This is an optimization exercise on Yosys and OpenROAD, whose aim is small area and a short achievable clock period, not a production implementation. Where RTL was checked, it was by simulation tests only, not by an equivalence proof against the original. No activity file was given, so power comes from the tool's default toggle rates.

v43:
Design fir_retimed, start of the top module:
module fir_retimed #(
    parameter N_TAPS = 4,
    parameter DATA_WIDTH = 18,
    parameter COEFF_WIDTH = 18
) (
    input clk,
    input reset_n,
    input ena,
    input signed [DATA_WIDTH-1:0] data_in,
    output signed [(DATA_WIDTH + COEFF_WIDTH + 2)-1:0] data_out
);
Size in the first run: ~1300 cells after synthesis, ~140 flip-flops, ~59 I/O pins, ~9600 µm² of cells after synthesis.
Settings: LEC_CHECK=0, ABC_AREA=1, CAP_MARGIN=0, CORE_MARGIN=2, CORE_UTILIZATION=40, CTS_BUF_LIST=sky130_fd_sc_hd__clkbuf_8, PLACE_DENSITY_LB_ADDON=0.2, SETUP_SLACK_MARGIN=2.4, SLEW_MARGIN=0; clock period 4.5 ns.
standard.sh (not shown) runs the stock make flow with config.mk's settings and CLKGATE_MAP_FILE= SYNTH_SCRIPT=/design/flow/synth_recipe.tcl, a recipe that flattens the netlist after the stock synthesis.
==> flow/flow/run.sh <==
#!/bin/bash
# The standard layout, with plain buffers (not delay cells) on the ports and
# no dummy loads in the clock tree.
set -euo pipefail
bash standard.sh \
  BUFFER_PORTS_ARGS="-buffer_cell sky130_fd_sc_hd__buf_1" \
  CTS_ARGS="-sink_clustering_enable -repair_clock_nets -buf_list sky130_fd_sc_hd__clkbuf_8 -dont_use_dummy_load" \
  finish > make_finish.log 2>&1
v43 completed every stage of the flow, and the final layout passed the timing, design-rule and antenna checks.
Setup changes, v43 to v20
-- flow/flow/run.sh --
<<< v43, line 1
#!/bin/bash
# The standard layout, with plain buffers (not delay cells) on the ports and
# no dummy loads in the clock tree.
set -euo pipefail
bash standard.sh \
>>> v20, line 1
#!/bin/bash
# The standard layout, with plain buffers (not delay cells) on the ports and
# a clock tree with fewer, more loaded sink buffers and no dummy loads.
set -euo pipefail
bash standard.sh \
Findings:
Every stage of the flow completed for v20, and the final layout passed the timing, design-rule and antenna checks.
Changes observed in v20 relative to v43: pin count of the biggest net entering global routing did not really move, combinational cell fraction of total power closely matched the old numbers, detailed-routing iteration count for the pre-antenna-repair pass did not really move, cell area about even, via count roughly the same.
From v43 to v20 the numbers moved as follows: final period demand of the worst path comparable; layout filler cell count barely changed; number of buffer and inverter stages on the critical path flat; number of CTS-inserted buffers held; number of clock buffers in the layout barely changed.
Input changes introduced in v49 (baseline for comparison: v20):
Settings: PLACE_DENSITY_LB_ADDON: 0.2 -> unset.
==> flow/flow/run.sh <==
#!/bin/bash
# The standard layout, with plain buffers (not delay cells) on the ports and
# a clock tree with fewer, more loaded sink buffers and no dummy loads.
set -euo pipefail
bash standard.sh \
  BUFFER_PORTS_ARGS="-buffer_cell sky130_fd_sc_hd__buf_1" \
  CTS_ARGS="-sink_clustering_enable -repair_clock_nets -buf_list sky130_fd_sc_hd__clkbuf_8 -sink_buffer_max_cap_derate 0.5 -dont_use_dummy_load" \
  RECOVER_POWER=100 \
  finish > make_finish.log 2>&1
Findings:
- Via count delta (v20 -> v49): insignificant
- Between v49 and v20, it is v49 whose wire length is lower, by about 0.64%.
- The sequential-cell power consumption was comparable across v49 and v20.
- v49 completed end to end; final checks failed (capacitance limit, slew limit).
- Diff v20 -> v49: proportion of final cell area spent on non-clock buffers lost 0.36 points; count of plain and timing-repair buffers lost about 5.6%; first-pass detailed-route iteration total decreased 1.
- v49 ended up with ena as its critical path startpoint; v20 ended up with z[23].
- v20 -> v49: mean area per synthesized cell delta 0, exact match
- Of v49 and v20, the run reporting the lower overall power consumption was v49.
- Cell area | v49 vs v20 | v49 smaller
- Of the two values seen for capturing instance or port of the critical path, s[10] was produced by v49 and data_out[37] by v20.
diff inputs: v49 => v21
Settings: putting PLACE_DENSITY_LB_ADDON at 0.35 where nothing was set.
==> flow/flow/run.sh <==
#!/bin/bash
# The standard layout, with plain buffers (not delay cells) on the ports and
# a clock tree with fewer, more loaded sink buffers and no dummy loads.
set -euo pipefail
bash standard.sh \
  BUFFER_PORTS_ARGS="-buffer_cell sky130_fd_sc_hd__buf_1" \
  CTS_ARGS="-sink_clustering_enable -repair_clock_nets -buf_list sky130_fd_sc_hd__clkbuf_8 -dont_use_dummy_load" \
  finish > make_finish.log 2>&1
Results
Against v49, v21 reports a global-route total usage across every layer that is lower.
Of v49 and v21, only v21 finishes the flow clean.
Between v49 and v21, the critical path depth is higher for v49.
Looking at via count of the first global-routing pass across v49 and v21, the one that comes out lower is v49.
Reported for v49 and v21, number of tapcells turned out identical to the last digit.
| power per cell area | v21 vs v49 | ≈ equal |

* * *

fir_retimed, a different RTL version from the one above (not shown whole).
Size: ~140 flip-flops, ~59 I/O pins, roughly 9200 um2 of cells after synthesis.
Design fir_retimed, start of the top module:
module fir_retimed #(
    parameter N_TAPS = 4,
    parameter DATA_WIDTH = 18,
    parameter COEFF_WIDTH = 18
) (
    input clk,
    input reset_n,
    input ena,
    input signed [DATA_WIDTH-1:0] data_in,
    output signed [(DATA_WIDTH + COEFF_WIDTH + 2)-1:0] data_out
);
Settings: LEC_CHECK=0, ABC_AREA=1, CAP_MARGIN=0, CORE_MARGIN=2, CORE_UTILIZATION=40, CTS_BUF_LIST=sky130_fd_sc_hd__clkbuf_8, SETUP_SLACK_MARGIN=1.8, SLEW_MARGIN=0; clock period 4.5 ns.
==> flow/flow/run.sh <==
#!/bin/bash
# The standard layout, with plain buffers (not delay cells) on the ports.
set -euo pipefail
bash standard.sh BUFFER_PORTS_ARGS="-buffer_cell sky130_fd_sc_hd__buf_1" finish > make_finish.log 2>&1
The baseline finished with timing, DRC and antenna clean.
==> next run, changes <==
==> flow/flow/run.sh (replaced) <==
#!/bin/bash
# The standard layout, with plain buffers (not delay cells) on the ports.
set -euo pipefail
bash standard.sh BUFFER_PORTS_ARGS="-buffer_cell sky130_fd_sc_hd__buf_2" finish > make_finish.log 2>&1
--- a/flow/config.mk
+++ b/flow/config.mk
@@ -7,8 +7,7 @@
 export LEC_CHECK = 0
 export ABC_AREA = 1
-export CAP_MARGIN = 0
+export CAP_MARGIN = 20
 export CORE_MARGIN = 2
 export CORE_UTILIZATION = 40
-export CTS_BUF_LIST = sky130_fd_sc_hd__clkbuf_8
-export SETUP_SLACK_MARGIN = 1.8
-export SLEW_MARGIN = 0
+export SETUP_SLACK_MARGIN = 1.4
+export SLEW_MARGIN = 20
What happened: Worst setup slack gets worse by 240 ps; register-to-register slack is worse by 240 ps; synthesized area does not change; wire length increases by 0.69%; total power is higher by about 10%.
==> next run, changes <==
--- a/flow/config.mk
+++ b/flow/config.mk
@@ -10,4 +10,4 @@
 export CORE_MARGIN = 2
 export CORE_UTILIZATION = 40
-export SETUP_SLACK_MARGIN = 1.4
+export SETUP_SLACK_MARGIN = 2.0
 export SLEW_MARGIN = 20
Global-route usage hardly moves.
Synthesized area does not change.
Cell count is higher by a few percent.
Non-clock buffer count increases by 29.
Design area went up by a few percent.
Wire length rises slightly.
Clock power shrinks by roughly a tenth.
Hold slack is about the same.
Setup slack is better by 260 ps.
Sequential share of layout area goes down by 1.1 points.
Clock-buffer cell count is unchanged.
==> next run, changes <==
--- a/flow/config.mk
+++ b/flow/config.mk
@@ -10,4 +10,4 @@
 export CORE_MARGIN = 2
 export CORE_UTILIZATION = 40
-export SETUP_SLACK_MARGIN = 2.0
+export SETUP_SLACK_MARGIN = 2.2
 export SLEW_MARGIN = 20
The new run went through all stages and came out clean.
Combinational power is higher by about 20%.
Worst hold slack barely changes.
Die area does not change.
Fmax is higher by 2.4%.
Non-clock buffer count is higher by 22.
Total power is higher by 8.5%.
Global-route usage is higher by 0.76 points.
==> next run, changes <==
--- a/flow/config.mk
+++ b/flow/config.mk
@@ -10,4 +10,4 @@
 export CORE_MARGIN = 2
 export CORE_UTILIZATION = 40
-export SETUP_SLACK_MARGIN = 2.2
+export SETUP_SLACK_MARGIN = 1.8
 export SLEW_MARGIN = 20
Outcome: Final area went down by 7.5%; via count drops by 3.0%; synthesized area does not change; first-iteration DRC count rose by 17%.
==> next run, changes <==
--- a/flow/config.mk
+++ b/flow/config.mk
@@ -10,4 +10,6 @@
 export CORE_MARGIN = 2
 export CORE_UTILIZATION = 40
+export CTS_CLUSTER_DIAMETER = 200
+export CTS_CLUSTER_SIZE = 40
 export SETUP_SLACK_MARGIN = 1.8
 export SLEW_MARGIN = 20
What happened: The new run passed the timing, design-rule and antenna checks. Power is unchanged. Sequential power is about the same. Count of clock-buffer cells in the layout does not change. Utilization does not change. Hold slack is unchanged. Setup slack stays the same. Via count is unchanged. Synthesized area stays the same. Flip-flop and latch count does not change.

* * *

RTL: one of the versions met above, not the one the previous note started from.
Size: roughly 140 flip-flops.
## fir_retimed
module fir_retimed #(
    parameter N_TAPS = 4,
    parameter DATA_WIDTH = 18,
    parameter COEFF_WIDTH = 18
) (
    input clk,
    input reset_n,
    input ena,
    input signed [DATA_WIDTH-1:0] data_in,
    output signed [(DATA_WIDTH + COEFF_WIDTH + 2)-1:0] data_out
);
clock: 4.5 ns
lec_check: 0
abc_area: 1
cap_margin: 0
core_margin: 2
core_utilization: 40
cts_buf_list: sky130_fd_sc_hd__clkbuf_8
place_density_lb_addon: 0.2
setup_slack_margin: 2.5
slew_margin: 0
tns_end_percent: 20
==> flow/flow/run.sh <==
#!/bin/bash
# The standard layout, with plain buffers (not delay cells) on the ports and
# no dummy loads in the clock tree.
set -euo pipefail
bash standard.sh \
  BUFFER_PORTS_ARGS="-buffer_cell sky130_fd_sc_hd__buf_1" \
  CTS_ARGS="-sink_clustering_enable -repair_clock_nets -buf_list sky130_fd_sc_hd__clkbuf_8 -dont_use_dummy_load" \
  finish > make_finish.log 2>&1
The first run finished clean.
Change:
Settings changed: SETUP_SLACK_MARGIN 2.5 to 2.4.
Effect:
- die area is unchanged
- fmax fell by 3.5%
- first-iteration DRC count fell by about 0.34%

* * *

fir_retimed, a different RTL version from the one above (not shown whole).
Size in the first run: about 1300 cells after synthesis, about 59 I/O pins, about 9700 sq um of cells after synthesis.
clock: 4.5 ns
lec_check: 0
abc_area: 1
cap_margin: 0
core_margin: 2
core_utilization: 40
cts_buf_list: sky130_fd_sc_hd__clkbuf_8
setup_slack_margin: 2.5
slew_margin: 0
==> flow/flow/run.sh <==
#!/bin/bash
# The standard layout, with plain buffers (not delay cells) on the ports.
set -euo pipefail
bash standard.sh BUFFER_PORTS_ARGS="-buffer_cell sky130_fd_sc_hd__buf_1" finish > make_finish.log 2>&1
The baseline completed with no timing, DRC or antenna violations.
==> next run, changes <==
- SETUP_SLACK_MARGIN: 2.5 -> 2.4
After rerunning: The new run finished clean. Power falls by 4.6%. Synthesized area is unchanged. Die area does not change. Routed wire length falls by 4.1%. Register-to-register slack stays flat. Final cell count falls by 0.42%. Combinational power falls by 7.2%. Design area falls by 3.6%.
==> next run, changes <==
==> flow/flow/run.sh (replaced) <==
#!/bin/bash
# The standard layout, with plain buffers (not delay cells) on the ports and
# a clock tree with fewer, more loaded sink buffers and no dummy loads.
set -euo pipefail
bash standard.sh \
  BUFFER_PORTS_ARGS="-buffer_cell sky130_fd_sc_hd__buf_1" \
  CTS_ARGS="-sink_clustering_enable -repair_clock_nets -buf_list sky130_fd_sc_hd__clkbuf_8 -dont_use_dummy_load" \
  finish > make_finish.log 2>&1
=> Die area does not change; fmax barely changes; total power fell by 4.8%; combinational power is about the same; sequential share of layout area is higher by 0.53 points; non-clock buffer count is unchanged; worst setup slack loses 0.0048 ns; via count came out lower by 0.56%; synthesized area stays the same; worst hold slack is about the same.
No functional check of the RTL was part of any run of this note.

* * *

harbor:
fir_retimed with an RTL version that a note above also has.
Size in the first run: ~1300 cells after synthesis, about 140 flip-flops, ~59 I/O pins, ~0.0096 mm2 of cells after synthesis.
==> flow/design.v (excerpt) <==
module fir_retimed #(
    parameter N_TAPS = 4,
    parameter DATA_WIDTH = 18,
    parameter COEFF_WIDTH = 18
) (
    input clk,
    input reset_n,
    input ena,
    input signed [DATA_WIDTH-1:0] data_in,
    output signed [(DATA_WIDTH + COEFF_WIDTH + 2)-1:0] data_out
);
    localparam KIND = 5;
    reg signed [17:0] x0, x1;
    reg signed [18:0] u;
    reg signed [20:0] s2;
    reg signed [21:0] s1;
    reg signed [21:0] s;
    reg signed [23:0] z;
    wire [18:0] u_next;
    wire [20:0] s2_next;
    wire [21:0] s1_next;
    wire [21:0] s_next;
    wire [23:0] z_next;
    pfx_add #(.W(19), .KIND(KIND)) add_u (
        .a({x0[17], x0}), .b({x1[17], x1}), .ci(1'b0), .s(u_next));
    pfx_add #(.W(21), .KIND(KIND)) add_s2 (
        .a({u, 2'b00}), .b(~{{3{x1[17]}}, x1}), .ci(1'b1), .s(s2_next));
    pfx_add #(.W(21), .KIND(KIND)) add_s1 (
        .a({s2[20], s2[20:1]}), .b({{3{x1[17]}}, x1}), .ci(1'b0), .s(s1_next[21:1]));
    assign s1_next[0] = s2[0];
    pfx_add #(.W(22), .KIND(KIND)) add_s (
        .a(s1), .b({{4{x1[17]}}, x1}), .ci(1'b0), .s(s_next));
    pfx_add #(.W(22), .KIND(KIND)) add_z (
        .a({s[21], s[21], s[21:2]}), .b(s), .ci(1'b0), .s(z_next[23:2]));
    assign z_next[1:0] = s[1:0];
    always @(posedge clk or negedge reset_n) begin
        if (!reset_n) begin
            x0 <= 18'd0;
            x1 <= 18'd0;
            u  <= 19'd0;
            s2 <= 21'd0;
            s1 <= 22'd0;
            s  <= 22'd0;
            z  <= 24'd0;
        end else if (ena) begin
  ...
==> flow/config.mk <==
export PLATFORM = sky130hd
export DESIGN_NAME = fir_retimed
export DESIGN_NICKNAME = fir_retimed
export VERILOG_FILES = /design/flow/design.v
export SDC_FILE = /design/flow/constraint.sdc
export NUM_CORES = 4
export LEC_CHECK = 0
export ABC_AREA = 1
export CAP_MARGIN = 0
export CORE_MARGIN = 2
export CORE_UTILIZATION = 40
export CTS_BUF_LIST = sky130_fd_sc_hd__clkbuf_8
export SETUP_SLACK_MARGIN = 2.45
export SLEW_MARGIN = 0
==> flow/constraint.sdc <==
create_clock -name core_clock -period 4.5 [get_ports {clk}]
set_input_delay 0.9000 -clock core_clock [delete_from_list [all_inputs] [get_ports {clk}]]
set_output_delay 0.9000 -clock core_clock [all_outputs]
set_load 0.01 [all_outputs]
==> flow/flow/run.sh <==
#!/bin/bash
# The standard layout, with plain buffers (not delay cells) on the ports and
# a clock tree with fewer, more loaded sink buffers and no dummy loads.
set -euo pipefail
bash standard.sh \
  BUFFER_PORTS_ARGS="-buffer_cell sky130_fd_sc_hd__buf_1" \
  CTS_ARGS="-sink_clustering_enable -repair_clock_nets -buf_list sky130_fd_sc_hd__clkbuf_8 -dont_use_dummy_load" \
  finish > make_finish.log 2>&1
[inputs] zinc vs harbor
==> flow/flow/run.sh <==
#!/bin/bash
# The standard layout, with plain buffers (not delay cells) on the ports.
set -euo pipefail
bash standard.sh BUFFER_PORTS_ARGS="-buffer_cell sky130_fd_sc_hd__buf_1" finish > make_finish.log 2>&1
diff --git a/flow/config.mk b/flow/config.mk
--- a/flow/config.mk
+++ b/flow/config.mk
@@ -10,5 +10,5 @@
 export CORE_MARGIN = 2
-export CORE_UTILIZATION = 40
+export CORE_UTILIZATION = 60
 export CTS_BUF_LIST = sky130_fd_sc_hd__clkbuf_8
-export SETUP_SLACK_MARGIN = 2.45
+export SETUP_SLACK_MARGIN = 2.4
 export SLEW_MARGIN = 0
Findings:
- A path class of the lowest-slack min-delay path of reg2reg is what zinc shows, while in2async belongs to harbor.
- In the metrics for zinc and harbor, the one carrying the higher routed length on met3 is harbor.
- zinc ended up with data_out[26] as its end point of the critical path; harbor ended up with data_out[30].
- Comparing zinc with harbor, the residual overflow from global routing came out essentially unchanged.
- Summary: with harbor as the reference, overall die area in zinc moved down by more than a quarter.
- Going from harbor to zinc, largest fanout on the critical path saw an increase, detailed-route via count saw little to no change.
- Area added between synthesis and finish ends up higher on harbor.
- NOTE: post-layout minimum cycle time in zinc falls short of that of harbor
- Between zinc and harbor, wire length of the first global-routing pass is higher for harbor, zinc comes in under that.
- The register cell area after layout of zinc and that of harbor are within noise of each other.
- Diff harbor -> zinc: combinational fraction of design power lost 4.3 points, total core area lost about 33%.
For sierra, these inputs were changed with respect to zinc:
==> flow/flow/run.sh <==
#!/bin/bash
# The standard layout, with plain buffers (not delay cells) on the ports and
# a clock tree with fewer, more loaded sink buffers and no dummy loads.
set -euo pipefail
bash standard.sh \
  BUFFER_PORTS_ARGS="-buffer_cell sky130_fd_sc_hd__buf_1" \
  CTS_ARGS="-sink_clustering_enable -repair_clock_nets -buf_list sky130_fd_sc_hd__clkbuf_8 -dont_use_dummy_load" \
  finish > make_finish.log 2>&1
diff --git a/flow/config.mk b/flow/config.mk
--- a/flow/config.mk
+++ b/flow/config.mk
@@ -10,3 +10,3 @@
 export CORE_MARGIN = 2
-export CORE_UTILIZATION = 60
+export CORE_UTILIZATION = 40
 export CTS_BUF_LIST = sky130_fd_sc_hd__clkbuf_8
==> run summary <==
On slack of the critical path, the higher figure sits with zinc, not sierra. Total power shrinks by a few percent when moving from zinc to sierra. Number of hold buffers added after CTS: sierra vs zinc identical. In the reports for sierra and zinc, the smaller internal power belongs to sierra.
Input changes introduced in pepper (baseline for comparison: sierra):
==> flow/flow/run.sh <==
#!/bin/bash
# The standard layout, with plain buffers (not delay cells) on the ports.
set -euo pipefail
bash standard.sh BUFFER_PORTS_ARGS="-buffer_cell sky130_fd_sc_hd__buf_1" finish > make_finish.log 2>&1
diff --git a/flow/config.mk b/flow/config.mk
--- a/flow/config.mk
+++ b/flow/config.mk
@@ -12,3 +12,3 @@
 export CTS_BUF_LIST = sky130_fd_sc_hd__clkbuf_8
-export SETUP_SLACK_MARGIN = 2.4
+export SETUP_SLACK_MARGIN = 2.2
 export SLEW_MARGIN = 0
==> run summary <==
- In summary, pepper completed successfully, with a layout that passed the timing, design-rule and antenna checks.
- In pepper, fraction of area in non-clock buffers is lower than in sierra.
- Final wirelength: sierra vs pepper, no meaningful difference
- Against sierra as the reference, pepper delivers a lower number of iterations in the first detailed-routing pass.
- Sort pepper and sierra by fmax, ascending, and pepper comes first.
- Power of the clock network on pepper is behind sierra.
Inputs modified between pepper and onyx:
diff --git a/flow/config.mk b/flow/config.mk
--- a/flow/config.mk
+++ b/flow/config.mk
@@ -12,3 +12,3 @@
 export CTS_BUF_LIST = sky130_fd_sc_hd__clkbuf_8
-export SETUP_SLACK_MARGIN = 2.2
+export SETUP_SLACK_MARGIN = 2.6
 export SLEW_MARGIN = 0
[summary]
- As far as final global-route overflow total goes, onyx and pepper are indistinguishable; the numbers are identical.
- In the tables for pepper and onyx, final core area utilization reads higher with onyx.
- onyx reports a higher detailed-routing iteration count for the pre-antenna-repair pass than pepper does.

## what the ideal ports hide
In the flow no input, the clock included, has a driving cell. The finished layouts below were timed again as built, in two steps. Step 1 assumes that a clkbuf_16 drives the clock port and a buf_2 every other input. Step 2 moves the port delays by t, midway between the first and last clock arrival at a register: inputs arrive t later, outputs are due t later. That takes back most of the time a late clock gives input paths. Slacks: no drivers / after step 1 / after step 2; pairs: no drivers / after step 1.
run	t (ns)	setup WS [ns]	worst hold slack (ns)	worst setup path at the end	worst register clock-pin slew, ns
v43	0.470	2.528 / 2.490 / 2.066	0.474 / 0.474 / 0.474	input to register	0.09 / 0.09
v20	0.470	2.528 / 2.490 / 2.066	0.474 / 0.474 / 0.474	input to register	0.09 / 0.09
v49	0.474	1.891 / 1.908 / 1.434	0.471 / 0.471 / 0.471	input to register	0.08 / 0.08
v21	0.476	2.463 / 2.424 / 2.140	0.469 / 0.469 / 0.469	input to register	0.08 / 0.08
the first run of note 2	0.493	1.913 / 1.913 / 1.913	0.430 / 0.418 / 0.474	register to register	0.09 / 0.09
the second run of note 2	0.467	1.673 / 1.673 / 1.673	0.463 / 0.463 / 0.463	register to register	0.06 / 0.06
the third run of note 2	0.470	1.936 / 1.936 / 1.936	0.465 / 0.465 / 0.465	register to register	0.07 / 0.07
the fourth run of note 2	0.466	1.995 / 1.995 / 1.995	0.465 / 0.465 / 0.465	register to register	0.07 / 0.07
the fifth run of note 2	0.463	1.941 / 1.941 / 1.941	0.463 / 0.463 / 0.463	register to register	0.06 / 0.06
the sixth run of note 2	0.463	1.941 / 1.941 / 1.941	0.463 / 0.463 / 0.463	register to register	0.06 / 0.06
the first run of note 3	0.472	2.509 / 2.471 / 2.172	0.474 / 0.474 / 0.474	input to register	0.09 / 0.09
the second run of note 3	0.471	2.437 / 2.399 / 2.060	0.474 / 0.474 / 0.474	input to register	0.09 / 0.09
the first run of note 4	0.479	2.501 / 2.467 / 2.041	0.478 / 0.478 / 0.478	input to register	0.08 / 0.08
the second run of note 4	0.478	2.499 / 2.488 / 2.039	0.480 / 0.480 / 0.480	input to register	0.09 / 0.09
the third run of note 4	0.473	2.494 / 2.490 / 2.040	0.478 / 0.478 / 0.478	input to register	0.08 / 0.08
harbor	0.474	2.467 / 2.430 / 2.136	0.461 / 0.447 / 0.472	input to register	0.08 / 0.08
zinc	0.476	2.499 / 2.460 / 2.202	0.473 / 0.473 / 0.473	input to register	0.08 / 0.08
sierra	0.472	2.464 / 2.428 / 2.148	0.465 / 0.452 / 0.472	input to register	0.08 / 0.08
pepper	0.479	2.386 / 2.349 / 1.938	0.457 / 0.444 / 0.474	input to register	0.08 / 0.08
onyx	0.479	2.472 / 2.434 / 2.335	0.458 / 0.443 / 0.476	input to register	0.08 / 0.08
